What follows belongs to an exercise in optimizing a design on an open flow for small area; a production flow would make more cautious choices. Where RTL was checked, it was by simulation tests only, not by an equivalence proof against the original. Only the layout flow was run in runs 1 and 2; the RTL was not checked for function there. Power figures rest on the tool's default switching activity, not on a simulated workload.

[flow/design.v]
`timescale 1ns / 1ps
module i2c_counter_slave #(
    parameter [6:0] I2C_ADDR = 7'b111_1111
) (
    input  logic clk,
    input  logic reset,    
    input  logic SCL,
    input  logic sda_i,
    output logic sda_o,
    output logic sda_oe,
    output [7:0]  fnd_data,
    output [3:0]  fnd_com,
    output [15:0] led
);
    logic [2:0] scl_pipe, sda_pipe;
    logic       scl_sync, sda_sync, scl_prev, sda_prev;
    function automatic logic maj3(input logic [2:0] v);
        maj3 = (v[0] & v[1]) | (v[1] & v[2]) | (v[0] & v[2]);
    endfunction
    always_ff @(posedge clk or posedge reset) begin
        if (reset) begin
            scl_pipe <= 3'b111;
            sda_pipe <= 3'b111;
            scl_sync <= 1'b1;
            sda_sync <= 1'b1;
            scl_prev <= 1'b1;
            sda_prev <= 1'b1;
        end else begin
            scl_pipe <= {scl_pipe[1:0], SCL};
            sda_pipe <= {sda_pipe[1:0], sda_i};
            scl_sync <= maj3(scl_pipe);
            sda_sync <= maj3(sda_pipe);
            scl_prev <= scl_sync;
            sda_prev <= sda_sync;
        end
    end
    wire scl_rise = scl_sync & ~scl_prev;
    wire scl_fall = ~scl_sync & scl_prev;
    wire start    = scl_sync & sda_prev & ~sda_sync;
    wire stop     = scl_sync & ~sda_prev & sda_sync;
    wire start_nx = maj3(scl_pipe) & sda_sync & ~maj3(sda_pipe);
    localparam logic [3:0] S_IDLE = 4'd0, S_ADDR0 = 4'd1, S_ADDR = 4'd2,
                           S_ACKA = 4'd3, S_REG = 4'd4, S_ACKR = 4'd5,
                           S_RX = 4'd6, S_ACKX = 4'd7, S_TX = 4'd8,
                           S_MACK = 4'd9;
    logic [3:0]  state;
    logic [2:0]  bc;         
    logic [1:0]  bytec;      
    logic [7:0]  sh;         
    logic [1:0]  ra;         
    logic [31:0] reg0, reg1;
    logic [1:0]  snap0;      
    logic [32:0] wk;         
    logic [5:0]  wcnt;
    logic        wdiv;
    logic [15:0] hi;         
    logic [15:0] lo;         
    logic [3:0]  pv;         
    logic [6:0]  pw;         
    wire run  = reg0[0];
    wire updn = reg0[1];
    wire clr  = reg0[2];
    wire load = reg0[3];
    wire tick1k = (pv == 4'd10);
    wire tick   = tick1k & (pw == 7'd99);
    wire nss     = ~start & ~stop;
    wire addr_ok = (sh[7:1] == I2C_ADDR);
    wire st_tx   = (state == S_TX);
    assign sda_oe = nss & (((state == S_ACKA) & addr_ok) | (state == S_ACKR) |
                           (state == S_ACKX) | st_tx);
    assign sda_o  = st_tx & wk[31];
    wire wr      = nss & (state == S_RX) & scl_fall & (bc == 3'd7);
    wire acka    = nss & scl_fall & (state == S_ACKA) & addr_ok;
    wire rdcap   = acka & sh[0] & (ra != 2'd2);
    wire divgo   = acka & ~sh[0];
    wire txsh    = nss & scl_fall & ((st_tx & (bc != 3'd7)) |
                                     ((state == S_MACK) & ~sh[0]));
    wire cap     = start_nx & ~((state == S_RX) & (ra == 2'd0));
    always_ff @(posedge clk or posedge reset) begin
        if (reset) begin
            state <= S_IDLE;
            ra    <= 2'd0;
        end else begin
            if (start) begin
                state <= S_ADDR0;
            end else if (stop) begin
                state <= S_IDLE;
            end else begin
                case (state)
                    S_ADDR0: if (scl_fall) state <= S_ADDR;
                    S_ADDR:  if (scl_fall && bc == 3'd7) state <= S_ACKA;
                    S_ACKA:  if (!addr_ok) state <= S_IDLE;
                             else if (scl_fall) state <= sh[0] ? S_TX : S_REG;
                    S_REG: begin
                        if (scl_rise) ra <= {ra[0], sda_i};
                        if (scl_fall && bc == 3'd7) state <= S_ACKR;
                    end
                    S_ACKR:  if (scl_fall) state <= S_RX;
                    S_RX:    if (scl_fall && bc == 3'd7) state <= S_ACKX;
                    S_ACKX:  if (scl_fall) state <= S_RX;
                    S_TX:    if (scl_fall && bc == 3'd7) state <= S_MACK;
                    S_MACK:  if (scl_fall) state <= sh[0] ? S_IDLE : S_TX;
                    default: ;
                endcase
            end
        end
    end
    always_ff @(posedge clk) begin
        if (start) begin
            bc    <= 3'd0;
            bytec <= 2'd0;
            snap0 <= reg0[3:2];
        end else if (!stop) begin
            if (scl_fall && (state == S_ADDR || state == S_REG ||
                             state == S_RX || state == S_TX))
                bc <= bc + 3'd1;
            if (wr) bytec <= bytec + 2'd1;
            if (scl_rise && (state == S_ADDR || state == S_RX ||
                             state == S_MACK))
                sh <= {sh[6:0], sda_i};
        end
    end
    always_ff @(posedge clk or posedge reset) begin
        if (reset) begin
            reg0 <= 32'd0;
            reg1 <= 32'd0;
        end else begin
            if (wr && ra == 2'd0 && bytec == 2'd0) reg0[31:24] <= sh;
            if (wr && ra == 2'd0 && bytec == 2'd1) reg0[23:16] <= sh;
            if (wr && ra == 2'd0 && bytec == 2'd2) reg0[15:8]  <= sh;
            if (wr && ra == 2'd0 && bytec == 2'd3) reg0[7:0]   <= sh;
            if (wr && ra == 2'd1 && bytec == 2'd0) reg1[31:24] <= sh;
            if (wr && ra == 2'd1 && bytec == 2'd1) reg1[23:16] <= sh;
            if (wr && ra == 2'd1 && bytec == 2'd2) reg1[15:8]  <= sh;
            if (wr && ra == 2'd1 && bytec == 2'd3) reg1[7:0]   <= sh;
            if (reg0[2]) reg0[2] <= 1'b0;
            if (reg0[3]) reg0[3] <= 1'b0;
        end
    end
    function automatic logic [3:0] add3(input logic [3:0] d);
        logic ge5;
        ge5 = d[3] | (d[2] & (d[1] | d[0]));
        add3[3] = ge5;
        add3[2] = (d[2] & ~d[1] & ~d[0]) | (d[3] & d[0]);
        add3[1] = ge5 ? ((d[2] & d[1] & d[0]) | (d[3] & ~d[0])) : d[1];
        add3[0] = d[0] ^ ge5;
    endfunction
    function automatic logic [3:0] half_dig(input logic [3:1] d, input logic c, input logic en);
        logic big;
        big = d[3] | (d[2] & d[1]);
        half_dig[3] = c & (~en | big);
        half_dig[2] = (c & en) ? ~big : d[3];
        half_dig[1] = (c & en) ? (d[2] ^ d[1]) : d[2];
        half_dig[0] = d[1] ^ (c & en);
    endfunction
    function automatic logic [31:0] half_step(input logic [31:0] x, input logic [3:0] en);
        logic [31:0] y;
        y[31:16] = {x[0], x[31:17]};
        for (int j = 0; j < 4; j++)
            y[4*j +: 4] = half_dig(x[4*j+1 +: 3], x[4*j+4], en[j]);
        half_step = y;
    endfunction
    function automatic logic [32:0] shl(input logic [32:0] x, input logic b, input logic dv);
        logic [15:0] a;
        for (int i = 0; i < 4; i++)
            a[4*i +: 4] = dv ? add3(x[4*i +: 4]) : x[4*i +: 4];
        shl = {x[32] | x[31], x[30:16], a[15], a[14:0], dv ? b : x[31]};
    endfunction
    wire [3:0] en = {~wcnt[3], wcnt[3:0] <= 4'd9, wcnt[3:0] <= 4'd11, wcnt[3:0] <= 4'd13};
    wire [31:0] r0v = {reg0[31:4], snap0, reg0[1:0]};
    always_ff @(posedge clk) begin
        if (cap) begin
            wk[31:0] <= {hi, lo};
            wdiv     <= 1'b0;
            wcnt     <= 6'd0;
        end else if (rdcap || divgo) begin
            wk       <= {1'b0, (ra == 2'd0 && sh[0]) ? r0v :
                               (ra == 2'd1 && sh[0]) ? reg1 : 32'd0};
            wdiv     <= divgo;
            wcnt     <= {1'b0, ~divgo, 4'd0};
        end else if (txsh) begin
            wk       <= shl(wk, 1'b0, 1'b0);
        end else if (wdiv && !wcnt[5]) begin
            wk       <= shl(wk, reg1[~wcnt[4:0]], 1'b1);
            wcnt     <= wcnt + 6'd1;
        end else if (!wdiv && !wcnt[4]) begin
            wk[31:0] <= half_step(half_step(wk[31:0], en), en);
            wcnt     <= wcnt + 6'd1;
        end
    end
    function automatic logic [4:0] bcd_step(input logic [3:0] d, input logic up);
        logic [3:0] n;
        logic w;
        if (up) begin
            w    = d[3] & d[0];
            n[0] = ~d[0];
            n[1] = (d[1] ^ d[0]) & ~w;
            n[2] = d[2] ^ (d[1] & d[0]);
            n[3] = (d[3] & ~d[0]) | (d[2] & d[1] & d[0]);
        end else begin
            w    = ~(d[3] | d[2] | d[1] | d[0]);
            n[0] = ~d[0];
            n[1] = (d[1] ^ ~d[0]) & ~w;
            n[2] = (d[2] ^ (~d[1] & ~d[0])) & ~w;
            n[3] = w | (d[3] & d[0]);
        end
        bcd_step = {w, n};
    endfunction
    logic [15:0] lo_n;
    logic [4:0]  cy;
    logic [15:0] hi_n;
    logic [16:0] hc;
    always_comb begin
        cy[0] = run & tick;
        for (int i = 0; i < 4; i++) begin
            logic [4:0] r;
            r = bcd_step(lo[4*i +: 4], updn);
            lo_n[4*i +: 4] = cy[i] ? r[3:0] : lo[4*i +: 4];
            cy[i+1] = cy[i] & r[4];
        end
        hc[0] = cy[4];
        for (int i = 0; i < 16; i++) begin
            hi_n[i]  = hi[i] ^ hc[i];
            hc[i+1] = hc[i] & (hi[i] ~^ updn);
        end
    end
    wire        ovf   = wk[32];
    wire [15:0] ld_hi = {16{~clr}} & (wk[31:16] | {16{ovf}});
    wire [15:0] ld_lo = {16{~clr}} & ((wk[15:0] & {16{~ovf}}) | ({16{ovf}} & 16'h9999));
    always_ff @(posedge clk or posedge reset) begin
        if (reset) begin
            hi <= 16'd0;
            lo <= 16'd0;
        end else if (clr || load) begin
            hi <= ld_hi;
            lo <= ld_lo;
        end else begin
            lo <= lo_n;
            hi <= hi_n;
        end
    end
    always_ff @(posedge clk or posedge reset) begin
        if (reset) begin
            pv <= 4'd0;
            pw <= 7'd0;
        end else begin
            pv <= tick1k ? 4'd1 : pv + 4'd1;
            if (tick1k) pw <= (pw == 7'd99) ? 7'd0 : pw + 7'd1;
        end
    end
    assign led = hi;
    wire [1:0] dsel = pw[1:0];
    wire [3:0] digit = lo[4*dsel +: 4];
    logic [7:0] seg;
    always_comb begin
        case (digit)
            4'd0: seg = 8'hC0;
            4'd1: seg = 8'hF9;
            4'd2: seg = 8'hA4;
            4'd3: seg = 8'hB0;
            4'd4: seg = 8'h99;
            4'd5: seg = 8'h92;
            4'd6: seg = 8'h82;
            4'd7: seg = 8'hF8;
            4'd8: seg = 8'h80;
            4'd9: seg = 8'h90;
            default: seg = 8'hC0;
        endcase
    end
    assign fnd_data = seg;
    assign fnd_com  = (dsel == 2'd0) ? 4'b1110 :
                      (dsel == 2'd1) ? 4'b1101 :
                      (dsel == 2'd2) ? 4'b1011 : 4'b0110;
endmodule
[flow/run.sh]
#!/bin/bash
# synth_recipe.tcl (not shown) runs the flow's synth.tcl, then flattens the netlist and writes it again
# the make line also repeats each setting of config.mk as NAME=value (left out here)
make -C /OpenROAD-flow-scripts/flow DESIGN_CONFIG=/design/flow/config.mk WORK_HOME=/design/flow/orfs CLKGATE_MAP_FILE= SYNTH_SCRIPT=/design/flow/synth_recipe.tcl finish
[flow/config.mk]
export PLATFORM = sky130hd
export DESIGN_NAME = i2c_counter_slave
export DESIGN_NICKNAME = i2c_counter_slave
export VERILOG_FILES = /design/flow/design.v
export SDC_FILE = /design/flow/constraint.sdc
export NUM_CORES = 4
export LEC_CHECK = 0
export CAP_MARGIN = 20
export CORE_MARGIN = 2
export CORE_UTILIZATION = 65
export CTS_BUF_LIST = sky130_fd_sc_hd__clkbuf_8
export PLACE_DENSITY = 0.75
export SLEW_MARGIN = 20
[flow/constraint.sdc]
create_clock -name core_clock -period 150.0 [get_ports {clk}]
set_input_delay 30.0000 -clock core_clock [delete_from_list [all_inputs] [get_ports {clk}]]
set_output_delay 30.0000 -clock core_clock [all_outputs]
set_load 0.01 [all_outputs]
==> results of run 1 <==
-- layout by cell type (no fill, tap or decap), drive strengths merged, types with 30 or more instances in the layout --
cell,netlist,layout
xnor2,30,30
dfrtp,113,113
o21ai,99,99
mux2,80,80
edfxtp,43,43
inv,47,56
mux2i,34,34
nand2,131,131
a21oi,56,56
nor2,91,91
nor3,35,35
clkdlybuf4s50,0,32
ha,39,39
-- logic make-up after synthesis --
kind of cell | synth area share (%)
xor+xnor | 3.178
mux | 13.41
compound gates | 16.76
other cells | 0.03318
flops | 40.90
simple gates | 16.83
buf+inv | 4.395
fa+ha+maj | 4.495
-- cell type report --
type                       count  area (µm²)  area share, %
clock buffer                  17       234.0          1.930
tap                          225       281.5          2.323
sequential                   178        4624          38.15
timing repair buffer          45       421.7          3.479
clock inverter                15       187.7          1.548
inverter                      47       178.9          1.476
multi-input combinational    885        6192          51.09
-- worst paths after layout --
kind	from	end	slack, ns
min	scl_pipe[1]	scl_pipe[2]	0.35
max in group asynchronous	reset	reg0[1]	118.91
max reg2reg	wcnt[0]	flop	146.35
min reg2reg	scl_pipe[1]	scl_pipe[2]	0.35
max	pw[0]	fnd_data[3]	117.02
min in group asynchronous	reset	hi[1]	29.93
-- worst register-to-register path: cells and delay by family (launching register included) --
kind,cells,cell delay (ns)
AO/OA/AOI/OAI,6,0.98
AND/OR/NAND/NOR,3,0.96
flip-flops,1,0.83
adder cells (fa/ha/maj),2,0.52
buffers and inverters,1,0.10
-- power by group through the flow --
stage	clock network (mW)	registers (mW)	logic [mW]
floorplan	0	0.0632	0.0410
global placement	0	0.0712	0.0452
detailed placement	0	0.0712	0.0460
CTS	0.0361	0.0703	0.0463
global route	0.0379	0.0718	0.0523
finish	0.0356	0.0709	0.0470
-- sequential cells by signal, indices dropped and copies added (netlist names), 6 cells and up, named ones only --
| signal | cells |
|---|---|
| wcnt | 6 |
| reg1 | 32 |
| wk | 29 |
| reg0 | 32 |
| pw | 7 |
| lo | 12 |
| sh | 8 |
| hi | 16 |
-- per-layer routing --
layer / global-route usage [%] / wire length [µm] / vias up
met5: 0 / 0 / -
met4: 9.433 / 584 / 0
met3: 5.779 / 2325 / 46
met2: 52.55 / 14130 / 427
met1: 47.45 / 12920 / 4533
li1: - / - / 4292
-- through the flow --
stage                     std cells  hold WS (ns)
final                          1412        0.3512
after global routing           1412        0.3625
after CTS                      1412        0.3593
after detailed placement       1380        0.3574
after global placement         1380        0.3568
after floorplan                1186        0.3546
==> key figures, run 1 <==
Status
  – Status: timing/DRC/antenna clean

Global route
  – Initial antenna violation count: 0
  – Pin count of the biggest net entering global routing: 81
  – Vias in the first global route: 8538
  – First-pass GRT wire length: 47320 µm
  – GRT Total Usage: 33.22%
  – Grt total ovfl: 0

Pwr
  – Power Density: 12.67 nW/µm²
  – Design internal power: 0.09545 mW
  – Gate power share: 30.6%
  – Clock share of power: 23.2%
  – Sw Pwr: 0.05806 mW
  – Net Sw Frac: 37.82%
  – Worst vdd ir: 0.007977 mV
  – Total Power: 0.1535 mW
  – P_leak: 5.175 nW
  – Seq pwr share: 46.2%

STA
  – Total negative slack: 0 ns
  – Final hold vios: 0
  – Final setup viols: 0
  – RSZ-0062 raised after global routing: false
  – Slew Limit Fails: 0
  – Worst setup margin: 117.02 ns
  – Tcrit/Tclk final: 21.98%
  – FMAX: 0.03032 GHz
  – Crit path time final: 32.98 ns
  – Slew @ Worst Pin: 1.021 ns
  – Tightest slew margin relative to the limit: 31.91%
  – Clock skew: 0.02416 ns

Setup path
  – Critical-path maximum fanout: 11
  – Worst path slowest cell: mux4_1
  – Crit. End Element: output pin
  – Critical Path Source Type: flop
  – CP peak stage delay: 0.68 ns
  – Data arrival time of the worst path: 2.98 ns
  – Setup CP Type: reg -> out
  – Worst path bufs/invs: 2
  – CP top delay family: buffers and inverters
  – Worst path cell trace: mux4_1 > inv_1 > ha_1 > nand2_1 > o21ai_0 > nor2_1 > clkdlybuf4s50_1
  – R2R cell count: 12
  – CP Depth: 7
  – CP required: 120.00 ns

Floorplanning
  – Core ar.: 17120 µm²
  – FP Rows: 48
  – IO Pins: 34
  – Initial Utilization: 66.02%
  – Die Y: 135.9 µm
  – Die Area: 18460 µm²
  – Horiz. Die Dim: 135.9 µm

Place
  – Pre-CTS setup slack: 117.51 ns
  – Final GP Congestion: 0.9302
  – I/O Buffers: 32
  – Placed Area: 11700 µm²
  – HPWL Detailed: 20950 µm

Route
  – Wirelength per Cell: 21.22 µm
  – Vias: 9298
  – 1st-pass router iterations: 6
  – DRC: 0
  – Post-DRT Antenna Nets: 0
  – Overall routed net length: 29960 µm
  – DR vias/cell: 6.585
  – Initial DRC Count: 1065

Yosys
  – Mapped Avg Cell Area: 9.529 µm²
  – Top cell type's share of synthesized area: 25.02%
  – Post-synth EDFFs: 43
  – Area leader, netlist: dfrtp_1
  – Commonest register cell after synthesis: dfrtp_1
  – YS warnings: 1
  – Synth area leaders: dfrtp_1, edfxtp_1, mux2_2
  – Count of cell types in the netlist: 84
  – Post-synthesis async set-or-reset flop share: 69.10%
  – Synth Net Count: 1229
  – Synth Cell Area: 11300 µm²
  – Commonest cells in the netlist: nand2_1, dfrtp_1, o21ai_0
  – Gate Count Post-Synth: 1186
  – Most common cell in the synthesized netlist: nand2_1
  – Seq/Total Area, Yosys: 40.90%
  – Synth Register Bits: 178

Clock tree
  – Setup Fix Bufs, Post-CTS: 0
  – Gates resized, CTS repair: 0
  – Clock tree buffer depth: 2
  – # clock sinks: 178
  – H-Tree Depth: 4
  – Clock latency (worst-skew pair): 0.47 ns
  – CTS tree: built
  – Clk Tree Root Cell: clkbuf_8
  – Clock transition at path regs: 0.12 ns
  – Inserted Clock Buffers: 17
  – Hold buffers post-CTS: 0

Cells and area
  – Cell area after layout: 12120 µm²
  – # fillers: 1347
  – Area grow syn2layout: 7.252%
  – Utilization after layout: 70.81%
  – Final net count: 1217
  – ANT cells: 0
  – Layout cell share with drive strength beyond 1: 15.08%

Hold path
  – Hold WC Path Type: reg -> reg
  – Hold Path Stages: 0

Job
  – Max-Cap Viols: 0
==> run 2, diff against run 1 <==
--- a/flow/config.mk
+++ b/flow/config.mk
@@ -8,6 +8,7 @@
 export CAP_MARGIN = 20
 export CORE_MARGIN = 2
 export CORE_UTILIZATION = 65
-export CTS_BUF_LIST = sky130_fd_sc_hd__clkbuf_8
+export CTS_BUF_LIST = sky130_fd_sc_hd__clkbuf_4 sky130_fd_sc_hd__clkbuf_8
+export CTS_CLUSTER_SIZE = 8
 export PLACE_DENSITY = 0.75
 export SLEW_MARGIN = 20
==> run 2 against run 1 <==
Clock-buffer cell count unchanged. Sequential power barely moved. Via count did not move. Critical path type unchanged.
==> key figures, run 2 <==
Status
  – Status: timing/DRC/antenna clean

Hold path
  – Hold WC Path Type: reg -> reg
  – Hold path start: scl_pipe[1]

Pwr
  – Clock share of power: 23.2% (about the same)
  – Gate power share: 30.6% (about the same)
  – P_leak: 5.175 nW (unchanged)
  – Sw Pwr: 0.05806 mW (unchanged)
  – Net Sw Frac: 37.82% (unchanged)
  – Power Density: 12.67 nW/µm² (unchanged)
  – Worst vdd ir: 0.007977 mV (unchanged)
  – Design internal power: 0.09545 mW (unchanged)
  – Seq pwr share: 46.2% (about the same)

Setup path
  – Data arrival time of the worst path: 2.98 ns (about the same)
  – Crit. End Element: output pin
  – Critical-path maximum fanout: 11 (unchanged)
  – Critical Path Source Type: flop
  – CP required: 120.00 ns (about the same)
  – Worst r2r src: wcnt[0]
  – Worst setup startpoint: pw[0]
  – Setup CP Type: reg -> out

Yosys
  – Synth Net Count: 1229 (unchanged)
  – Count of cell types in the netlist: 84 (unchanged)
  – Synth area leaders: dfrtp_1, edfxtp_1, mux2_2
  – Synth Register Bits: 178 (unchanged)
  – Area leader, netlist: dfrtp_1
  – Post-synth EDFFs: 43 (unchanged)
  – YS warnings: 1 (unchanged)
  – Commonest cells in the netlist: nand2_1, dfrtp_1, o21ai_0
  – Seq/Total Area, Yosys: 40.90% (unchanged)
  – Top cell type's share of synthesized area: 25.02% (unchanged)
  – Mapped Avg Cell Area: 9.529 µm² (unchanged)
  – Post-synthesis async set-or-reset flop share: 69.10% (unchanged)
  – Synth Cell Area: 11300 µm² (unchanged)
  – Commonest register cell after synthesis: dfrtp_1
  – Gate Count Post-Synth: 1186 (unchanged)
  – Most common cell in the synthesized netlist: nand2_1

Clock tree
  – Clock tree buffer depth: 2 (unchanged)
  – Inserted Clock Buffers: 17 (unchanged)
  – H-Tree Depth: 4 (unchanged)
  – Hold buffers post-CTS: 0 (unchanged)
  – CTS tree: built
  – Clock latency (worst-skew pair): 0.47 ns (about the same)
  – Gates resized, CTS repair: 0 (unchanged)
  – Setup Fix Bufs, Post-CTS: 0 (unchanged)
  – Clock transition at path regs: 0.12 ns (about the same)
  – Clk Tree Root Cell: clkbuf_8
  – # clock sinks: 178 (unchanged)

STA
  – RSZ-0062 raised after global routing: false
  – FMAX: 0.03032 GHz (unchanged)
  – Slew @ Worst Pin: 1.021 ns (unchanged)
  – Total negative slack: 0 ns (unchanged)
  – Final setup viols: 0 (unchanged)
  – Final hold vios: 0 (unchanged)
  – Worst setup margin: 117.02 ns (unchanged)
  – Tcrit/Tclk final: 21.98% (unchanged)
  – Clock skew: 0.02416 ns (unchanged)
  – Slew Limit Fails: 0 (unchanged)
  – Crit path time final: 32.98 ns (unchanged)
  – Tightest slew margin relative to the limit: 31.91% (unchanged)

Route
  – Initial DRC Count: 1065 (unchanged)
  – 1st-pass router iterations: 6 (unchanged)
  – Post-DRT Antenna Nets: 0 (unchanged)
  – DRC: 0 (unchanged)
  – DR vias/cell: 6.585 (unchanged)
  – Vias: 9298 (unchanged)
  – Overall routed net length: 29960 µm (unchanged)
  – Wirelength per Cell: 21.22 µm (unchanged)

Place
  – I/O Buffers: 32 (unchanged)
  – Pre-CTS setup slack: 117.51 ns (unchanged)
  – HPWL Detailed: 20950 µm (unchanged)
  – Final GP Congestion: 0.9302 (unchanged)

Cells and area
  – Final net count: 1217 (unchanged)
  – # fillers: 1347 (unchanged)
  – Layout cell share with drive strength beyond 1: 15.08% (unchanged)
  – ANT cells: 0 (unchanged)
  – Area grow syn2layout: 7.252% (unchanged)
  – Regs by FF count: reg0: 32 flops, reg1: 32 flops, wk: 29 flops
  – Most frequent cells in the layout: nand2_1, dfrtp_1, o21ai_0, nor2_1, mux2_2
  – Most common cell after layout, fill and taps aside: nand2_1

Global route
  – Initial antenna violation count: 0 (unchanged)
  – First-pass GRT wire length: 47320 µm (unchanged)
  – Vias in the first global route: 8538 (unchanged)
  – Grt total ovfl: 0 (unchanged)
  – GRT Total Usage: 33.22% (unchanged)
  – Pin count of the biggest net entering global routing: 81 (unchanged)

Floorplanning
  – FP Rows: 48 (unchanged)
  – Horiz. Die Dim: 135.9 µm (unchanged)
  – Die Area: 18460 µm² (unchanged)
  – IO Pins: 34 (unchanged)
  – Initial Utilization: 66.02% (unchanged)
  – Die Y: 135.9 µm (unchanged)
  – Core ar.: 17120 µm² (unchanged)

Job
  – Max-Cap Viols: 0 (unchanged)
## run 2: cell counts after synthesis
No cell type changed its count.
## run 2: cell type report
class	instances	area [µm²]	share of cell area (%)
Clock inverter	15	187.7	1.548
Multi-Input combinational cell	885	6192	51.09
Sequential cell	178	4624	38.15
Timing Repair Buffer	45	421.7	3.479
Tap cell	225	281.5	2.323
Inverter	47	178.9	1.476
Clock buffer	17	234.0	1.930
## run 2: cells by family after synthesis
logic type	count (synthesis)	synth area share, %
mux	126	13.41
buf+inv	123	4.395
compound gates	291	16.76
simple gates	385	16.83
flops	178	40.90
xor+xnor	41	3.178
other cells	1	0.03318
fa+ha+maj	41	4.495
## run 2: critical path: stages, from the launching register on
cell and delay, ns:
dfrtp_1 0.63, mux4_1 0.68, inv_1 0.17, ha_1 0.25
nand2_1 0.08, o21ai_0 0.08, nor2_1 0.08, clkdlybuf4s50_1 0.54
## run 2: power groups by stage
stage / combinational [mW] / sequential, mW / clock [mW]
finish: 0.0470 / 0.0709 / 0.0356
global route: 0.0523 / 0.0718 / 0.0379
CTS: 0.0463 / 0.0703 / 0.0361
detailed placement: 0.0460 / 0.0712 / 0
global placement: 0.0452 / 0.0712 / 0
floorplan: 0.0410 / 0.0632 / 0
## run 2: final timing paths
| check | endpoint | slack (ns) | cells after the start |
|---|---|---|---|
| setup / recovery | fnd_data[3] | 117.02 | 7 |
| hold / removal | scl_pipe[2] | 0.35 | 0 |
| setup reg to reg | flop | 146.35 | 12 |
| hold reg to reg | scl_pipe[2] | 0.35 | 0 |
| max in group asynchronous | reg0[1] | 118.91 | 3 |
| min in group asynchronous | hi[1] | 29.93 | 2 |
## run 2: stage by stage
step / power (mW) / std cells / hold WS [ns] / utilization, % / instance area [µm²]
2_1_floorplan: 0.1042 / 1186 / 0.3546 / - / 11300
3_3_place_gp: 0.1164 / 1380 / 0.3568 / 68.33 / 11700
3_5_place_dp: 0.1173 / 1380 / 0.3574 / 68.33 / 11700
4_1_cts: 0.1527 / 1412 / 0.3593 / 70.79 / 12120
5_1_grt: 0.1620 / 1412 / 0.3625 / 70.81 / 12120
6_report: 0.1535 / 1412 / 0.3512 / 70.81 / 12120
## run 2: layer usage
metal / global-route usage, % / vias to the layer above / wire length (µm)
met3: 5.779 / 46 / 2325
met1: 47.45 / 4533 / 12920
met2: 52.55 / 427 / 14130
met5: 0 / - / 0
met4: 9.433 / 0 / 584
li1: - / 4292 / -
==> run 3, diff against run 2 <==
--- a/flow/design.v
+++ b/flow/design.v
@@ -12,33 +12,33 @@
     output [3:0]  fnd_com,
     output [15:0] led
 );
-    logic [2:0] scl_pipe, sda_pipe;
-    logic       scl_sync, sda_sync, scl_prev, sda_prev;
+    logic [2:0] scl_pipe_n, sda_pipe_n;
+    logic       scl_sync_n, sda_sync_n, scl_prev_n, sda_prev_n;
     function automatic logic maj3(input logic [2:0] v);
         maj3 = (v[0] & v[1]) | (v[1] & v[2]) | (v[0] & v[2]);
     endfunction
     always_ff @(posedge clk or posedge reset) begin
         if (reset) begin
-            scl_pipe <= 3'b111;
-            sda_pipe <= 3'b111;
-            scl_sync <= 1'b1;
-            sda_sync <= 1'b1;
-            scl_prev <= 1'b1;
-            sda_prev <= 1'b1;
-        end else begin
-            scl_pipe <= {scl_pipe[1:0], SCL};
-            sda_pipe <= {sda_pipe[1:0], sda_i};
-            scl_sync <= maj3(scl_pipe);
-            sda_sync <= maj3(sda_pipe);
-            scl_prev <= scl_sync;
-            sda_prev <= sda_sync;
-        end
-    end
-    wire scl_rise = scl_sync & ~scl_prev;
-    wire scl_fall = ~scl_sync & scl_prev;
-    wire start    = scl_sync & sda_prev & ~sda_sync;
-    wire stop     = scl_sync & ~sda_prev & sda_sync;
-    wire start_nx = maj3(scl_pipe) & sda_sync & ~maj3(sda_pipe);
+            scl_pipe_n <= 3'b000;
+            sda_pipe_n <= 3'b000;
+            scl_sync_n <= 1'b0;
+            sda_sync_n <= 1'b0;
+            scl_prev_n <= 1'b0;
+            sda_prev_n <= 1'b0;
+        end else begin
+            scl_pipe_n <= {scl_pipe_n[1:0], ~SCL};
+            sda_pipe_n <= {sda_pipe_n[1:0], ~sda_i};
+            scl_sync_n <= maj3(scl_pipe_n);
+            sda_sync_n <= maj3(sda_pipe_n);
+            scl_prev_n <= scl_sync_n;
+            sda_prev_n <= sda_sync_n;
+        end
+    end
+    wire scl_rise = ~scl_sync_n & scl_prev_n;
+    wire scl_fall = scl_sync_n & ~scl_prev_n;
+    wire start    = ~scl_sync_n & ~sda_prev_n & sda_sync_n;
+    wire stop     = ~scl_sync_n & sda_prev_n & ~sda_sync_n;
+    wire start_nx = ~maj3(scl_pipe_n) & ~sda_sync_n & maj3(sda_pipe_n);
     localparam logic [3:0] S_IDLE = 4'd0, S_ADDR0 = 4'd1, S_ADDR = 4'd2,
                            S_ACKA = 4'd3, S_REG = 4'd4, S_ACKR = 4'd5,
                            S_RX = 4'd6, S_ACKX = 4'd7, S_TX = 4'd8,
@@ -49,7 +49,6 @@
     logic [7:0]  sh;         
     logic [1:0]  ra;         
     logic [31:0] reg0, reg1;
-    logic [1:0]  snap0;      
     logic [32:0] wk;         
     logic [5:0]  wcnt;
     logic        wdiv;
@@ -71,7 +70,6 @@
     assign sda_o  = st_tx & wk[31];
     wire wr      = nss & (state == S_RX) & scl_fall & (bc == 3'd7);
     wire acka    = nss & scl_fall & (state == S_ACKA) & addr_ok;
-    wire rdcap   = acka & sh[0] & (ra != 2'd2);
     wire divgo   = acka & ~sh[0];
     wire txsh    = nss & scl_fall & ((st_tx & (bc != 3'd7)) |
                                      ((state == S_MACK) & ~sh[0]));
@@ -109,7 +107,6 @@
         if (start) begin
             bc    <= 3'd0;
             bytec <= 2'd0;
-            snap0 <= reg0[3:2];
         end else if (!stop) begin
             if (scl_fall && (state == S_ADDR || state == S_REG ||
                              state == S_RX || state == S_TX))
@@ -167,17 +164,14 @@
         shl = {x[32] | x[31], x[30:16], a[15], a[14:0], dv ? b : x[31]};
     endfunction
     wire [3:0] en = {~wcnt[3], wcnt[3:0] <= 4'd9, wcnt[3:0] <= 4'd11, wcnt[3:0] <= 4'd13};
-    wire [31:0] r0v = {reg0[31:4], snap0, reg0[1:0]};
+    wire rcap = start & (ra != 2'd2);
     always_ff @(posedge clk) begin
-        if (cap) begin
-            wk[31:0] <= {hi, lo};
-            wdiv     <= 1'b0;
-            wcnt     <= 6'd0;
-        end else if (rdcap || divgo) begin
-            wk       <= {1'b0, (ra == 2'd0 && sh[0]) ? r0v :
-                               (ra == 2'd1 && sh[0]) ? reg1 : 32'd0};
+        if (cap || rcap || divgo) begin
+            wk       <= {1'b0, cap ? {hi, lo} :
+                               (rcap && ra == 2'd0) ? reg0 :
+                               (rcap && ra == 2'd1) ? reg1 : 32'd0};
             wdiv     <= divgo;
-            wcnt     <= {1'b0, ~divgo, 4'd0};
+            wcnt     <= {1'b0, rcap, 4'd0};
         end else if (txsh) begin
             wk       <= shl(wk, 1'b0, 1'b0);
         end else if (wdiv && !wcnt[5]) begin
@@ -250,7 +244,15 @@
     end
     assign led = hi;
     wire [1:0] dsel = pw[1:0];
-    wire [3:0] digit = lo[4*dsel +: 4];
+    logic [3:0] digit;
+    always_comb begin
+        case (dsel)
+            2'd0: digit = lo[3:0];
+            2'd1: digit = lo[7:4];
+            2'd2: digit = lo[11:8];
+            default: digit = lo[15:12];
+        endcase
+    end
     logic [7:0] seg;
     always_comb begin
         case (digit)
==> flow/config.mk (replaced) <==
export PLATFORM = sky130hd
export DESIGN_NAME = i2c_counter_slave
export DESIGN_NICKNAME = i2c_counter_slave
export VERILOG_FILES = /design/flow/design.v
export SDC_FILE = /design/flow/constraint.sdc
export NUM_CORES = 4
export LEC_CHECK = 0
export ABC_AREA = 1
export CAP_MARGIN = 20
export CORE_MARGIN = 2
export CORE_UTILIZATION = 70
export CTS_BUF_LIST = sky130_fd_sc_hd__clkbuf_8
export PLACE_DENSITY = 0.8
export SLEW_MARGIN = 20
==> run 3 against run 2 <==
Clock power is 5.9% lower. Critical endpoint is now fnd_data[4]. Largest power group unchanged. Sequential power is 8.3% lower. Sequential share of layout area is 2.2 points higher. Highest routed layer unchanged.
==> key figures, run 3 <==
Floorplanning
  – Die Y: 126.4 µm (-7.0%)
  – FP Rows: 44 (-8.3%)
  – Die Area: 15970 µm² (-13%)
  – Horiz. Die Dim: 126.4 µm (-7.0%)
  – Core ar.: 14590 µm² (-15%)
  – Initial Utilization: 71.84% (+5.8 points)
  – IO Pins: 34 (unchanged)

STA
  – Tcrit/Tclk final: 22.06% (+0.071 points)
  – Slew @ Worst Pin: 1.148 ns (+0.1269 ns)
  – Worst setup margin: 116.92 ns (-0.1060 ns)
  – Total negative slack: 0 ns (unchanged)
  – Final hold vios: 0 (unchanged)
  – RSZ-0062 raised after global routing: false
  – Clock skew: 0.01383 ns (-0.01033 ns)
  – Final setup viols: 0 (unchanged)
  – FMAX: 0.03023 GHz (-0.32%)
  – Crit path time final: 33.08 ns (+0.1060 ns)
  – Tightest slew margin relative to the limit: 23.35% (-8.6 points)
  – Slew Limit Fails: 0 (unchanged)

Hold path
  – Hold Path Stages: 0 (unchanged)
  – Hold path start: sda_pipe_n[1]
  – Hold endpoint: sda_pipe_n[2]
  – Hold WC Path Type: reg -> reg

Route
  – Initial DRC Count: 1448 (+36%)
  – Overall routed net length: 29230 µm (-2.4%)
  – 1st-pass router iterations: 7 (+1)
  – Wirelength per Cell: 18.99 µm (-10%)
  – DRC: 0 (unchanged)
  – Vias: 9831 (+5.7%)
  – Post-DRT Antenna Nets: 0 (unchanged)
  – DR vias/cell: 6.388 (-3.0%)

Yosys
  – Area leader, netlist: dfrtp_1
  – Synth Register Bits: 176 (-1.1%)
  – Count of cell types in the netlist: 47 (-44%)
  – Synth area leaders: dfrtp_1, edfxtp_1, o21ai_0
  – Seq/Total Area, Yosys: 43.51% (+2.6 points)
  – Commonest cells in the netlist: nand2_1, o21ai_0, inv_1
  – Most common cell in the synthesized netlist: nand2_1
  – YS warnings: 1 (unchanged)
  – Synth Net Count: 1373 (+12%)
  – Top cell type's share of synthesized area: 29.37% (+4.3 points)
  – Post-synthesis async set-or-reset flop share: 69.89% (+0.79 points)
  – Synth Cell Area: 10480 µm² (-7.3%)
  – Gate Count Post-Synth: 1331 (+12%)
  – Commonest register cell after synthesis: dfrtp_1
  – Mapped Avg Cell Area: 7.874 µm² (-17%)
  – Post-synth EDFFs: 42 (-2.3%)

Clock tree
  – Clock latency (worst-skew pair): 0.47 ns (about the same)
  – Gates resized, CTS repair: 0 (unchanged)
  – Inserted Clock Buffers: 17 (unchanged)
  – # clock sinks: 176 (-1.1%)
  – Clock transition at path regs: 0.09 ns (-0.03 ns)
  – CTS tree: built
  – Setup Fix Bufs, Post-CTS: 0 (unchanged)
  – Clock tree buffer depth: 2 (unchanged)
  – H-Tree Depth: 4 (unchanged)
  – Hold buffers post-CTS: 0 (unchanged)
  – Clk Tree Root Cell: clkbuf_8

Cells and area
  – # fillers: 1082 (-20%)
  – Multi-input logic area: 5056 µm² (-18%)
  – Most frequent cells in the layout: nand2_1, o21ai_0, inv_1, dfrtp_1, nand3_1
  – Final net count: 1384 (+14%)
  – ANT cells: 0 (unchanged)
  – Area grow syn2layout: 7.688%
  – Sequential Area: 4559 µm² (-1.4%)
  – Regs by FF count: reg0: 32 flops, reg1: 32 flops, wk: 29 flops
  – Most common cell after layout, fill and taps aside: nand2_1
  – Layout cell share with drive strength beyond 1: 5.609% (-9.5 points)

Place
  – I/O Buffers: 32 (unchanged)
  – HPWL Detailed: 21010 µm (+0.27%)
  – Final GP Congestion: 1.022 (+9.8%)
  – Pre-CTS setup slack: 117.53 ns (+0.02700 ns)

Status
  – Status: timing/DRC/antenna clean

Job
  – Max-Cap Viols: 0 (unchanged)

Setup path
  – Data arrival time of the worst path: 3.08 ns (+0.10 ns)
  – Critical Path Source Type: flop
  – Worst r2r src: state[3]
  – Flop2flop setup slack: 146.09 ns (-0.26 ns)
  – Setup CP Type: reg -> out
  – Critical-path maximum fanout: 8 (-3)
  – Crit. End Element: output pin
  – CP required: 120.00 ns (about the same)
  – R2R cell count: 14 (+2)

Global route
  – First-pass GRT wire length: 46880 µm (-0.93%)
  – Initial antenna violation count: 0 (unchanged)
  – Vias in the first global route: 8959 (+4.9%)
  – Pin count of the biggest net entering global routing: 79 (-2.5%)
  – Grt total ovfl: 0 (unchanged)
  – GRT Total Usage: 37.54% (+4.3 points)

Pwr
  – P_leak: 5.065 nW (-2.1%)
  – Power Density: 12.66 nW/µm² (about the same)
  – Worst vdd ir: 0.007857 mV (-1.5%)
-- run 3: cell count changes after synthesis, sizes merged, moves of 18 or more --
| cell | before | now |
|---|---|---|
| xnor2 | 30 | 12 |
| o21ai | 99 | 222 |
| nand3 | 25 | 114 |
| nand2 | 131 | 232 |
| and3 | 18 | 0 |
| mux2 | 80 | 0 |
| inv | 47 | 171 |
| a211oi | 22 | 3 |
| nor3 | 35 | 17 |
| mux2i | 34 | 0 |
-- run 3: critical path, stage by stage (launching register included) --
cell and delay, ns:
dfrtp_1 0.42, ha_1 0.26, inv_1 0.21, nand2_1 0.09, o22ai_1 0.33, inv_1 0.13
ha_1 0.24, a221oi_1 0.33, clkdlybuf4s50_1 0.61
-- run 3: logic make-up (layout without fill, tap and decap cells) --
logic type,after synthesis,count (layout),synth area share (%)
AOI/OAI and AO/OA,380,380,20.71
buffers and inverters,223,247,8.274
DFF,176,176,43.51
adders and majority gates,40,40,4.728
and+or+nand+nor,490,490,20.99
other,1,1,0.03578
xor gates and xnor gates,21,21,1.755
-- run 3: metal layers --
metal	vias to the layer above	track usage, %	wire (µm)
met1	4560	52.96	11740
met4	0	11.05	800
met5	-	0	0
met2	616	54.86	12780
li1	4572	-	-
met3	83	14.00	3904
-- run 3: through the flow --
stage	power (mW)	cell area (µm²)	instances	utilization (%)	hold WS [ns]
after floorplan	0.09545	10480	1331	-	0.3559
after global placement	0.1074	10900	1507	74.69	0.3654
after detailed placement	0.1083	10900	1507	74.69	0.3670
after CTS	0.1410	11290	1539	77.36	0.3871
after global routing	0.1512	11290	1539	77.36	0.3935
final	0.1429	11290	1539	77.36	0.3835
-- run 3: layout make-up --
type	count	area share [%]
clock inverter	15	1.375
sequential	176	40.40
multi-input combinational	932	44.80
clock buffer	17	2.073
tap	184	2.040
timing repair buffer	43	3.570
inverter	172	5.743
-- run 3: how the worst max path moves through the flow --
stage	startpoint	end	depth (start not counted)
2_1_floorplan	reset	async pin	1
3_3_place_gp	pw[0]	fnd_data[4]	9
3_5_place_dp	pw[0]	fnd_data[4]	8
4_1_cts	pw[0]	fnd_data[4]	8
5_1_grt	pw[0]	fnd_data[4]	9
6_report	pw[0]	fnd_data[4]	8
-- run 3: report_power, final --
part           total, mW  switching (mW)  internal (mW)
clock             0.0335          0.0173         0.0162
combinational     0.0445          0.0293         0.0151
sequential        0.0650         0.00865         0.0563
==> run 4, diff against run 3 <==
==> flow/flow/run.sh (new file) <==
#!/bin/bash
# The standard layout with two changes to how the layout is built:
#  * the port buffers are the smallest buffer cell (sky130_fd_sc_hd__buf_1)
#    instead of the delay buffer buffer_ports picks by default;
#  * clock tree synthesis inserts no dummy loads (the clock buffers are the
#    same clkbuf_8 the flow settings ask for).
# Synthesis is the unchanged standard synthesis. Each step's full output
# goes to its own log file in this folder.
set -euo pipefail
bash standard.sh synth > synth_make.log 2>&1
BUFFER_PORTS_ARGS="-buffer_cell sky130_fd_sc_hd__buf_1" \
CTS_ARGS="-sink_clustering_enable -repair_clock_nets -buf_list sky130_fd_sc_hd__clkbuf_8 -dont_use_dummy_load" \
  bash standard.sh finish > layout_make.log 2>&1
==> flow/standard.sh (new file) <==
#!/bin/bash
# synth_recipe.tcl (not shown) runs the flow's synth.tcl, then flattens the netlist and writes it again
# the make line also repeats each setting of config.mk as NAME=value (left out here)
make -C /OpenROAD-flow-scripts/flow DESIGN_CONFIG=/design/flow/config.mk WORK_HOME=/design/flow/orfs CLKGATE_MAP_FILE= SYNTH_SCRIPT=/design/flow/synth_recipe.tcl "${@:-finish}"
removed: flow/run.sh
==> run 4 against run 3 <==
Still clean. Via count grew 0.41%. Power shrank 6.0%. Area after synthesis is the same. Critical path depth grew 1. Clock-buffer cell count is the same. Critical path type unchanged. Largest power group unchanged.
==> key figures, run 4 <==
Yosys
  – Area leader, netlist: dfrtp_1
  – Mapped Avg Cell Area: 7.874 µm² (unchanged)
  – Synth area leaders: dfrtp_1, edfxtp_1, o21ai_0
  – Most common cell in the synthesized netlist: nand2_1
  – Synth Cell Area: 10480 µm² (unchanged)
  – Commonest register cell after synthesis: dfrtp_1
  – Top cell type's share of synthesized area: 29.37% (unchanged)
  – Post-synth EDFFs: 42 (unchanged)
  – Seq/Total Area, Yosys: 43.51% (unchanged)
  – Synth Net Count: 1373 (unchanged)
  – Gate Count Post-Synth: 1331 (unchanged)
  – Post-synthesis async set-or-reset flop share: 69.89% (unchanged)
  – Synth Register Bits: 176 (unchanged)
  – YS warnings: 1 (unchanged)
  – Count of cell types in the netlist: 47 (unchanged)
  – Commonest cells in the netlist: nand2_1, o21ai_0, inv_1

Floorplanning
  – Die Area: 15970 µm² (unchanged)
  – Horiz. Die Dim: 126.4 µm (unchanged)
  – Die Y: 126.4 µm (unchanged)
  – IO Pins: 34 (unchanged)
  – Core ar.: 14590 µm² (unchanged)
  – FP Rows: 44 (unchanged)
  – Initial Utilization: 71.84% (unchanged)

Clock tree
  – Clk Tree Root Cell: clkbuf_8
  – Gates resized, CTS repair: 0 (unchanged)
  – Inserted Clock Buffers: 17 (unchanged)
  – Setup Fix Bufs, Post-CTS: 0 (unchanged)
  – CTS tree: built
  – Clock tree buffer depth: 2 (unchanged)
  – Clock latency (worst-skew pair): 0.47 ns (about the same)
  – Hold buffers post-CTS: 0 (unchanged)
  – H-Tree Depth: 4 (unchanged)
  – # clock sinks: 176 (unchanged)
  – Clock transition at path regs: 0.08 ns (about the same)

Setup path
  – CP top delay family: compound AO/OA/AOI/OAI gates
  – Worst path bufs/invs: 3 (unchanged)
  – Critical Path Sink: fnd_data[4]
  – Crit. End Element: output pin
  – CP dominant cell by count: inv_1
  – Worst path cell trace: inv_1 > ha_1 > inv_1 > o22ai_1 > a211oi_1 > a21oi_1 > nor2_1 > a221oi_1 > buf_1
  – Worst r2r src: ra[1]
  – Worst path slowest cell: dfrtp_1
  – Setup CP Type: reg -> out
  – Data arrival time of the worst path: 2.62 ns (-0.46 ns)
  – CP Depth: 9 (+1)
  – R2R cell count: 11 (-3)
  – CP required: 120.00 ns (about the same)
  – CP peak stage delay: 0.42 ns (-0.19 ns)
  – Critical Path Source Type: flop
  – Worst setup startpoint: pw[0]
  – Critical-path maximum fanout: 7 (-1)
  – Flop2flop setup slack: 146.10 ns (about the same)

Hold path
  – Hold WC Path Type: reg -> reg
  – Hold path start: sda_pipe_n[1]

Place
  – Placed Area: 10700 µm² (-1.8%)
  – I/O Buffers: 32 (unchanged)
  – HPWL Detailed: 21160 µm (+0.70%)
  – Final GP Congestion: 1.017 (-0.51%)
  – Pre-CTS setup slack: 117.90 ns (+0.3640 ns)

Global route
  – First-pass GRT wire length: 47120 µm (+0.52%)
  – GRT Total Usage: 37.59% (+0.052 points)
  – Grt total ovfl: 0 (unchanged)
  – Vias in the first global route: 8859 (-1.1%)
  – Pin count of the biggest net entering global routing: 64 (-19%)
  – Initial antenna violation count: 1 (+1)

Cells and area
  – # fillers: 1117 (+3.2%)
  – Area grow syn2layout: 4.310%
  – Final net count: 1384 (unchanged)
  – Most common cell after layout, fill and taps aside: nand2_1
  – Most frequent cells in the layout: nand2_1, o21ai_0, inv_1, dfrtp_1, nand3_1
  – ANT cells: 0 (unchanged)
  – Layout cell share with drive strength beyond 1: 5.000% (-0.61 points)
  – Cell area after layout: 10930 µm² (-3.1%)
  – Regs by FF count: reg0: 32 flops, reg1: 32 flops, wk: 29 flops

STA
  – Worst setup margin: 117.38 ns (+0.4610 ns)
  – Tightest slew margin relative to the limit: 41.87% (+19 points)
  – Crit path time final: 32.62 ns (-0.4610 ns)
  – RSZ-0062 raised after global routing: false
  – Final setup viols: 0 (unchanged)
  – Hold slack: 0.3923 ns (+0.008759 ns)
  – Slew Limit Fails: 0 (unchanged)
  – Clock skew: 0.02711 ns (+0.01328 ns)
  – FMAX: 0.03065 GHz (+1.4%)
  – Total negative slack: 0 ns (unchanged)
  – Slew @ Worst Pin: 0.8708 ns (-0.2774 ns)
  – Final hold vios: 0 (unchanged)
  – Tcrit/Tclk final: 21.75% (-0.31 points)

Pwr
  – Power Density: 12.29 nW/µm² (-2.9%)
  – P_leak: 4.898 nW (-3.3%)
  – Worst vdd ir: 0.007602 mV (-3.2%)
  – Total Power: 0.1343 mW (-6.0%)

Job
  – Max-Cap Viols: 0 (unchanged)

Status
  – Status: timing/DRC/antenna clean

Route
  – Post-DRT Antenna Nets: 0 (unchanged)
  – Wirelength per Cell: 19.28 µm (+1.5%)
  – DRC: 0 (unchanged)
  – Vias: 9871 (+0.41%)
  – Initial DRC Count: 1636 (+13%)
  – Overall routed net length: 29380 µm (+0.54%)
  – DR vias/cell: 6.477 (+1.4%)
  – 1st-pass router iterations: 6 (-1)
## run 4: metal layers
layer,vias up,wire length (µm),track usage (%),part of all wire (%)
met3,85,3645,11.01,12
met1,4597,12160,55.04,41
li1,4570,-,-,-
met4,2,734,10.73,2.5
met2,617,12830,55.14,44
met5,-,13,0,0.044
## run 4: cell families after synthesis
group           share of synthesized area [%]
other cells                           0.03578
xor+xnor                                1.755
fa+ha+maj                               4.728
flops                                   43.51
compound gates                          20.71
simple gates                            20.99
buf+inv                                 8.274
## run 4: worst min path at each step
stage,cells after the start,end,slack (ns)
after floorplan,0,scl_pipe_n[1],0.36
after global placement,0,sda_pipe_n[2],0.37
after detailed placement,0,scl_pipe_n[2],0.37
after CTS,0,scl_pipe_n[2],0.39
after global routing,0,sda_pipe_n[2],0.40
final,0,sda_pipe_n[2],0.39
## run 4: area by class of cell
class | count | area [µm²] | area share (%)
Clock buffer | 17 | 234.0 | 2.140
Multi-Input combinational cell | 932 | 5056 | 46.25
Timing Repair Buffer | 43 | 202.7 | 1.854
Inverter | 172 | 648.1 | 5.929
Tap cell | 184 | 230.2 | 2.106
Sequential cell | 176 | 4561 | 41.72
## run 4: stage by stage
| stage | instances | util (%) |
|---|---|---|
| floorplan | 1331 | - |
| global placement | 1507 | 73.32 |
| detailed placement | 1507 | 73.32 |
| CTS | 1524 | 74.92 |
| global route | 1524 | 74.93 |
| finish | 1524 | 74.93 |
## run 4: report_power, final
group          switching (mW)  internal, mW
clock                  0.0151        0.0100
combinational          0.0292        0.0150
sequential            0.00860        0.0564
==> run 5, diff against run 4 <==
--- a/flow/design.v
+++ b/flow/design.v
@@ -172,11 +172,9 @@
                                (rcap && ra == 2'd1) ? reg1 : 32'd0};
             wdiv     <= divgo;
             wcnt     <= {1'b0, rcap, 4'd0};
-        end else if (txsh) begin
-            wk       <= shl(wk, 1'b0, 1'b0);
-        end else if (wdiv && !wcnt[5]) begin
-            wk       <= shl(wk, reg1[~wcnt[4:0]], 1'b1);
-            wcnt     <= wcnt + 6'd1;
+        end else if (txsh || (wdiv && !wcnt[5])) begin
+            wk       <= shl(wk, reg1[~wcnt[4:0]], wdiv);
+            if (wdiv) wcnt <= wcnt + 6'd1;
         end else if (!wdiv && !wcnt[4]) begin
             wk[31:0] <= half_step(half_step(wk[31:0], en), en);
             wcnt     <= wcnt + 6'd1;
==> run 5 against run 4 <==
Clock skew is 0.016 ns higher. Register-to-register slack better by 0.31 ns. Cell area is 1.2% lower. First-iteration DRC count is 43% lower. Synthesized cell count is 2.4% lower. Via count is 4.6% lower. Routed wire length is 5.4% lower. Maximum frequency is 0.39% higher. Power is 5.2% lower.
==> key figures, run 5 <==
Place
  – I/O Buffers: 32 (unchanged)
  – Final GP Congestion: 0.9537 (-6.2%)
  – HPWL Detailed: 20150 µm (-4.8%)

Setup path
  – Data arrival time of the worst path: 2.50 ns (-0.12 ns)
  – Worst path bufs/invs: 4 (+1)
  – R2R cell count: 12 (+1)
  – CP required: 120.00 ns (about the same)
  – Critical Path Source Type: flop
  – CP peak stage delay: 0.41 ns (about the same)
  – CP top delay family: compound AO/OA/AOI/OAI gates
  – Worst path cell trace: inv_1 > ha_1 > inv_1 > o22ai_1 > o22ai_1 > inv_1 > ha_1 > o21ai_0 > nor2_1 > buf_1
  – CP dominant cell by count: inv_1
  – Setup CP Type: reg -> out
  – Critical-path maximum fanout: 5 (-2)
  – Flop2flop setup slack: 146.41 ns (+0.31 ns)
  – Worst path slowest cell: dfrtp_1
  – Crit. End Element: output pin
  – Worst r2r src: ra[1]

Yosys
  – Count of cell types in the netlist: 56 (+19%)
  – Synth Net Count: 1341 (-2.3%)
  – Mapped Avg Cell Area: 7.970 µm² (+1.2%)
  – Commonest cells in the netlist: nand2_1, o21ai_0, inv_1
  – Synth Register Bits: 176 (unchanged)
  – Area leader, netlist: dfrtp_1
  – Seq/Total Area, Yosys: 44.04% (+0.54 points)
  – Gate Count Post-Synth: 1299 (-2.4%)
  – Synth Cell Area: 10350 µm² (-1.2%)
  – Top cell type's share of synthesized area: 29.73% (+0.36 points)
  – Synth area leaders: dfrtp_1, edfxtp_1, nand2_1
  – YS warnings: 1 (unchanged)
  – Commonest register cell after synthesis: dfrtp_1
  – Post-synthesis async set-or-reset flop share: 69.89% (unchanged)
  – Post-synth EDFFs: 42 (unchanged)
  – Most common cell in the synthesized netlist: nand2_1

Clock tree
  – Clk Tree Root Cell: clkbuf_8
  – Clock transition at path regs: 0.09 ns (about the same)
  – Inserted Clock Buffers: 17 (unchanged)
  – # clock sinks: 176 (unchanged)
  – Gates resized, CTS repair: 0 (unchanged)
  – Clock latency (worst-skew pair): 0.48 ns (about the same)
  – CTS tree: built
  – H-Tree Depth: 4 (unchanged)
  – Setup Fix Bufs, Post-CTS: 0 (unchanged)
  – Hold buffers post-CTS: 0 (unchanged)
  – Clock tree buffer depth: 2 (unchanged)

Global route
  – First-pass GRT wire length: 45200 µm (-4.1%)
  – Grt total ovfl: 0 (unchanged)
  – Initial antenna violation count: 0 (-1)
  – Vias in the first global route: 8642 (-2.4%)
  – Pin count of the biggest net entering global routing: 85 (+33%)
  – GRT Total Usage: 36.30% (-1.3 points)

Status
  – Status: timing/DRC/antenna clean

STA
  – Slew Limit Fails: 0 (unchanged)
  – Total negative slack: 0 ns (unchanged)
  – Crit path time final: 32.50 ns (-0.1270 ns)
  – Tightest slew margin relative to the limit: 35.01% (-6.9 points)
  – RSZ-0062 raised after global routing: false
  – Hold slack: 0.3960 ns (+0.003752 ns)
  – Final hold vios: 0 (unchanged)
  – FMAX: 0.03077 GHz (+0.39%)
  – Tcrit/Tclk final: 21.66% (-0.085 points)
  – Final setup viols: 0 (unchanged)
  – Clock skew: 0.04358 ns (+0.01647 ns)
  – Slew @ Worst Pin: 0.9735 ns (+0.1027 ns)

Cells and area
  – Most common cell after layout, fill and taps aside: nand2_1
  – ANT cells: 0 (unchanged)
  – Area grow syn2layout: 4.351% (about the same)
  – Most frequent cells in the layout: nand2_1, o21ai_0, inv_1, dfrtp_1, nand3_1
  – Layout cell share with drive strength beyond 1: 6.804% (+1.8 points)
  – Final net count: 1352 (-2.3%)
  – Regs by FF count: reg0: 32 flops, reg1: 32 flops, wk: 29 flops

Floorplanning
  – Die Area: 15780 µm² (-1.2%)
  – Core ar.: 14480 µm² (-0.75%)
  – IO Pins: 34 (unchanged)
  – Horiz. Die Dim: 125.6 µm (-0.59%)
  – Initial Utilization: 71.50% (-0.34 points)
  – Die Y: 125.6 µm (-0.59%)
  – FP Rows: 44 (unchanged)

Route
  – Vias: 9414 (-4.6%)
  – DRC: 0 (unchanged)
  – Wirelength per Cell: 18.62 µm (-3.4%)
  – Initial DRC Count: 936 (-43%)
  – Post-DRT Antenna Nets: 0 (unchanged)
  – 1st-pass router iterations: 7 (+1)
  – DR vias/cell: 6.310 (-2.6%)
  – Overall routed net length: 27780 µm (-5.4%)

Hold path
  – Hold Path Stages: 0 (unchanged)
  – Hold path start: sda_pipe_n[0]
  – Hold endpoint: sda_pipe_n[1]
  – Hold WC Path Type: reg -> reg

Job
  – Max-Cap Viols: 0 (unchanged)

Pwr
  – Power Density: 11.79 nW/µm² (-4.0%)
  – Total Power: 0.1274 mW (-5.2%)
  – Worst vdd ir: 0.01199 mV (+58%)
  – P_leak: 4.845 nW (-1.1%)
==> run 5: area by class of cell <==
class / instances / area (µm²)
Tap cell: 184 / 230.2
Clock buffer: 17 / 234.0
Multi-Input combinational cell: 918 / 5000
Fill cell: 1144 / 3676
Sequential cell: 176 / 4559
Inverter: 156 / 588.1
Timing Repair Buffer: 41 / 191.4
==> run 5: cells by family after synthesis <==
logic type | after synthesis | synth area share [%]
buffers and inverters | 205 | 7.783
and+or+nand+nor | 495 | 21.48
adders and majority gates | 40 | 4.810
DFF | 176 | 44.04
other | 1 | 0.03622
muxes | 4 | 0.4230
AOI/OAI and AO/OA | 352 | 19.23
xor gates and xnor gates | 26 | 2.200
==> run 5: layer usage <==
| layer | global-route usage (%) | vias to the layer above | share of wire (%) |
|---|---|---|---|
| li1 | - | 4439 | - |
| met2 | 55.42 | 506 | 45 |
| met5 | 0 | - | 0 |
| met1 | 51.70 | 4401 | 42 |
| met3 | 9.006 | 68 | 10 |
| met4 | 11.63 | 0 | 2.6 |
==> run 5: through the flow <==
step | util, % | setup slack (ns) | cells | cell area [µm²]
after floorplan | - | 116.73 | 1299 | 10350
after global placement | 72.97 | 118.05 | 1475 | 10570
after detailed placement | 72.97 | 118.00 | 1475 | 10570
after CTS | 74.59 | 117.51 | 1492 | 10800
after global routing | 74.61 | 117.30 | 1492 | 10800
final | 74.61 | 117.51 | 1492 | 10800
==> run 5: worst register-to-register path, delay by kind of cell (launching register included) <==
family / cells / cell delay [ns]
compound gates: 2 / 0.25
flops: 1 / 0.46
buf+inv: 5 / 1.29
simple gates: 5 / 1.36
==> run 5: worst max-delay path by stage <==
stage	endpoint	depth (start not counted)	startpoint
2_1_floorplan	async pin	1	reset
3_3_place_gp	fnd_data[1]	8	pw[0]
3_5_place_dp	fnd_data[4]	8	pw[0]
4_1_cts	fnd_data[3]	10	pw[0]
5_1_grt	fnd_data[4]	9	pw[0]
6_report	fnd_data[3]	10	pw[0]
==> run 5: report_power, final <==
| group | internal, mW | switching, mW | leakage (nW) | total (mW) |
|---|---|---|---|---|
| combinational | 0.0141 | 0.0248 | 2.53 | 0.0389 |
| clock | 0.0100 | 0.0151 | 0.122 | 0.0251 |
| sequential | 0.0558 | 0.00757 | 2.20 | 0.0634 |
| total | 0.0799 | 0.0475 | 4.84 | 0.127 |
==> run 6, diff against run 5 <==
--- a/flow/config.mk
+++ b/flow/config.mk
@@ -8,7 +8,7 @@
 export ABC_AREA = 1
 export CAP_MARGIN = 20
 export CORE_MARGIN = 2
-export CORE_UTILIZATION = 70
+export CORE_UTILIZATION = 75
 export CTS_BUF_LIST = sky130_fd_sc_hd__clkbuf_8
-export PLACE_DENSITY = 0.8
+export PLACE_DENSITY = 0.85
 export SLEW_MARGIN = 20
==> run 6 against run 5 <==
Still clean on timing, DRC and antenna. Worst setup slack worse by 0.17 ns. Clock skew shrank 0.010 ns. Worst hold slack got worse by 0.0039 ns. Critical endpoint is now fnd_data[1]. Highest routed layer unchanged.
==> key figures, run 6 <==
Setup path
  – Crit. End Element: output pin
  – Critical Path Source Type: flop
  – Setup CP Type: reg -> out
  – CP required: 120.00 ns (about the same)
  – Data arrival time of the worst path: 2.66 ns (+0.16 ns)
  – Critical-path maximum fanout: 5 (unchanged)

Clock tree
  – Clock latency (worst-skew pair): 0.48 ns (about the same)
  – Clock transition at path regs: 0.09 ns (about the same)
  – Setup Fix Bufs, Post-CTS: 0 (unchanged)
  – Inserted Clock Buffers: 17 (unchanged)
  – CTS tree: built
  – Clk Tree Root Cell: clkbuf_8
  – Gates resized, CTS repair: 0 (unchanged)
  – # clock sinks: 176 (unchanged)
  – Hold buffers post-CTS: 0 (unchanged)
  – Clock tree buffer depth: 2 (unchanged)
  – H-Tree Depth: 4 (unchanged)

Route
  – DR vias/cell: 6.522 (+3.4%)
  – Initial DRC Count: 1462 (+56%)
  – 1st-pass router iterations: 6 (-1)
  – Post-DRT Antenna Nets: 0 (unchanged)
  – Overall routed net length: 28370 µm (+2.1%)
  – Vias: 9679 (+2.8%)
  – Wirelength per Cell: 19.12 µm (+2.7%)
  – DRC: 0 (unchanged)

Yosys
  – Synth Net Count: 1341 (unchanged)
  – Post-synth EDFFs: 42 (unchanged)
  – Mapped Avg Cell Area: 7.970 µm² (unchanged)
  – Synth Register Bits: 176 (unchanged)
  – Post-synthesis async set-or-reset flop share: 69.89% (unchanged)
  – Synth area leaders: dfrtp_1, edfxtp_1, nand2_1
  – Area leader, netlist: dfrtp_1
  – Top cell type's share of synthesized area: 29.73% (unchanged)
  – Commonest register cell after synthesis: dfrtp_1
  – Count of cell types in the netlist: 56 (unchanged)
  – YS warnings: 1 (unchanged)
  – Synth Cell Area: 10350 µm² (unchanged)
  – Commonest cells in the netlist: nand2_1, o21ai_0, inv_1
  – Gate Count Post-Synth: 1299 (unchanged)
  – Seq/Total Area, Yosys: 44.04% (unchanged)
  – Most common cell in the synthesized netlist: nand2_1

Global route
  – Grt total ovfl: 0 (unchanged)
  – GRT Total Usage: 40.23% (+3.9 points)
  – First-pass GRT wire length: 45560 µm (+0.79%)
  – Vias in the first global route: 8988 (+4.0%)
  – Initial antenna violation count: 0 (unchanged)
  – Pin count of the biggest net entering global routing: 70 (-18%)

Cells and area
  – Multi-input logic area: 5000 µm² (unchanged)
  – Area grow syn2layout: 4.218%
  – Layout cell share with drive strength beyond 1: 6.804% (unchanged)
  – ANT cells: 0 (unchanged)
  – Final net count: 1352 (unchanged)
  – Regs by FF count: reg0: 32 flops, reg1: 32 flops, wk: 29 flops
  – Most common cell after layout, fill and taps aside: nand2_1
  – # fillers: 923 (-19%)
  – Cell area after layout: 10790 µm² (-0.13%)
  – Most frequent cells in the layout: nand2_1, o21ai_0, inv_1, dfrtp_1, nand3_1
  – Sequential Area: 4559 µm² (unchanged)

Job
  – Max-Cap Viols: 0 (unchanged)

STA
  – Final setup viols: 0 (unchanged)
  – FMAX: 0.03062 GHz (-0.51%)
  – Crit path time final: 32.66 ns (+0.1680 ns)
  – Slew @ Worst Pin: 1.021 ns (+0.04739 ns)
  – Tightest slew margin relative to the limit: 31.85% (-3.2 points)
  – Tcrit/Tclk final: 21.78% (+0.11 points)
  – Total negative slack: 0 ns (unchanged)
  – RSZ-0062 raised after global routing: false
  – Worst setup margin: 117.34 ns (-0.1680 ns)
  – Clock skew: 0.03341 ns (-0.01017 ns)
  – Slew Limit Fails: 0 (unchanged)
  – Final hold vios: 0 (unchanged)

Place
  – Final GP Congestion: 1.017 (+6.6%)
  – HPWL Detailed: 20470 µm (+1.6%)
  – Pre-CTS setup slack: 117.93 ns (-0.07900 ns)
  – I/O Buffers: 32 (unchanged)
  – Placed Area: 10560 µm² (about the same)

Floorplanning
  – FP Rows: 42 (-4.5%)
  – IO Pins: 34 (unchanged)
  – Initial Utilization: 77.56% (+6.1 points)
  – Horiz. Die Dim: 121.5 µm (-3.3%)
  – Core ar.: 13350 µm² (-7.8%)
  – Die Y: 121.5 µm (-3.3%)
  – Die Area: 14760 µm² (-6.5%)

Pwr
  – Worst vdd ir: 0.009116 mV (-24%)
  – P_leak: 4.843 nW (about the same)
  – Power Density: 11.85 nW/µm² (+0.43%)
  – Total Power: 0.1278 mW (+0.31%)

Status
  – Status: timing/DRC/antenna clean

Hold path
  – Hold WC Path Type: reg -> reg
## run 6: cell counts after synthesis
No cell type changed its count.
## run 6: final timing paths
kind	slack (ns)	from	depth (start not counted)	endpoint
hold / removal	0.39	scl_pipe_n[0]	0	scl_pipe_n[1]
hold reg to reg	0.39	scl_pipe_n[0]	0	scl_pipe_n[1]
min in group asynchronous	29.70	reset	2	pw[6]
setup reg to reg	146.51	state[0]	13	flop
max in group asynchronous	119.04	reset	3	reg0[14]
setup / recovery	117.34	pw[0]	9	fnd_data[1]
## run 6: final cells by class
class	count	area share [%]
flip-flops and latches	176	42.26
clock buffers	17	2.169
repair buffers	41	1.740
inverters	156	5.451
multi-input cells	918	46.34
well taps	176	2.041
## run 6: cells by family (layout without fill, tap and decap cells)
kind of cell    count (synthesis)  after routing  share of synthesized area [%]
other cells                     1              1                        0.03622
flops                         176            176                          44.04
compound gates                352            352                          19.23
xor+xnor                       26             26                          2.200
buf+inv                       205            214                          7.783
simple gates                  495            495                          21.48
fa+ha+maj                      40             40                          4.810
mux                             4              4                         0.4230
## run 6: layer usage
metal / track usage, % / routed length (µm) / up-vias
met2: 61.20 / 12870 / 683
li1: - / - / 4433
met5: 0 / 0 / -
met1: 56.36 / 11070 / 4468
met3: 10.29 / 3556 / 95
met4: 14.44 / 868 / 0
## run 6: stage by stage
| step | utilization [%] | hold WS (ns) | std cells |
|---|---|---|---|
| floorplan | - | 0.3601 | 1299 |
| global route | 80.83 | 0.4024 | 1484 |
| CTS | 80.83 | 0.3957 | 1484 |
| global placement | 79.08 | 0.3706 | 1467 |
| finish | 80.83 | 0.3921 | 1484 |
| detailed placement | 79.08 | 0.3702 | 1467 |
## run 6: worst max-delay path, cell delays in order (launching register included)
cell and delay (ns):
dfrtp_1 0.44, inv_1 0.13, ha_1 0.22, inv_1 0.15, o22ai_1 0.11, o22ai_1 0.28
inv_1 0.14, ha_1 0.31, nor3_1 0.22, buf_1 0.18
## run 6: power by group
part	total (mW)	internal (mW)	switching, mW	leakage, nW
Sequential	0.0637	0.0558	0.00782	2.20
Combinational	0.0393	0.0141	0.0252	2.52
Clock	0.0248	0.0100	0.0148	0.122
Total	0.128	0.0800	0.0478	4.84

## re-timing with driven ports
How much do the figures lean on ideal ports? The routed layouts below were timed once more, with nothing changed but the port constraints. Step 1, drivers: a clkbuf_16 drives clk and a buf_2 each remaining input, both assumed. Step 2 adds t to the input delays and takes it off the output delays; t is the mean of the earliest and latest rising clock arrival at the registers after step 1. Input paths then give back, and output paths get back, about the clock's delay inside the block. Slacks: no drivers / after step 1 / after step 2; pairs: no drivers / after step 1.
run	t (ns)	setup WS [ns]	worst register clock-pin slew, ns	worst data-port slew with drivers (ns)
run 1	0.498	117.023 / 116.983 / 117.481	0.12 / 0.12	0.04
run 2	0.498	117.023 / 116.983 / 117.481	0.12 / 0.12	0.04
run 3	0.506	116.917 / 116.876 / 117.382	0.10 / 0.10	0.03
run 4	0.502	117.378 / 117.337 / 117.839	0.09 / 0.09	0.04
run 5	0.504	117.505 / 117.461 / 117.965	0.11 / 0.11	0.03
run 6	0.501	117.337 / 117.295 / 117.796	0.09 / 0.09	0.03
After both steps setup and hold are still met in every run listed.
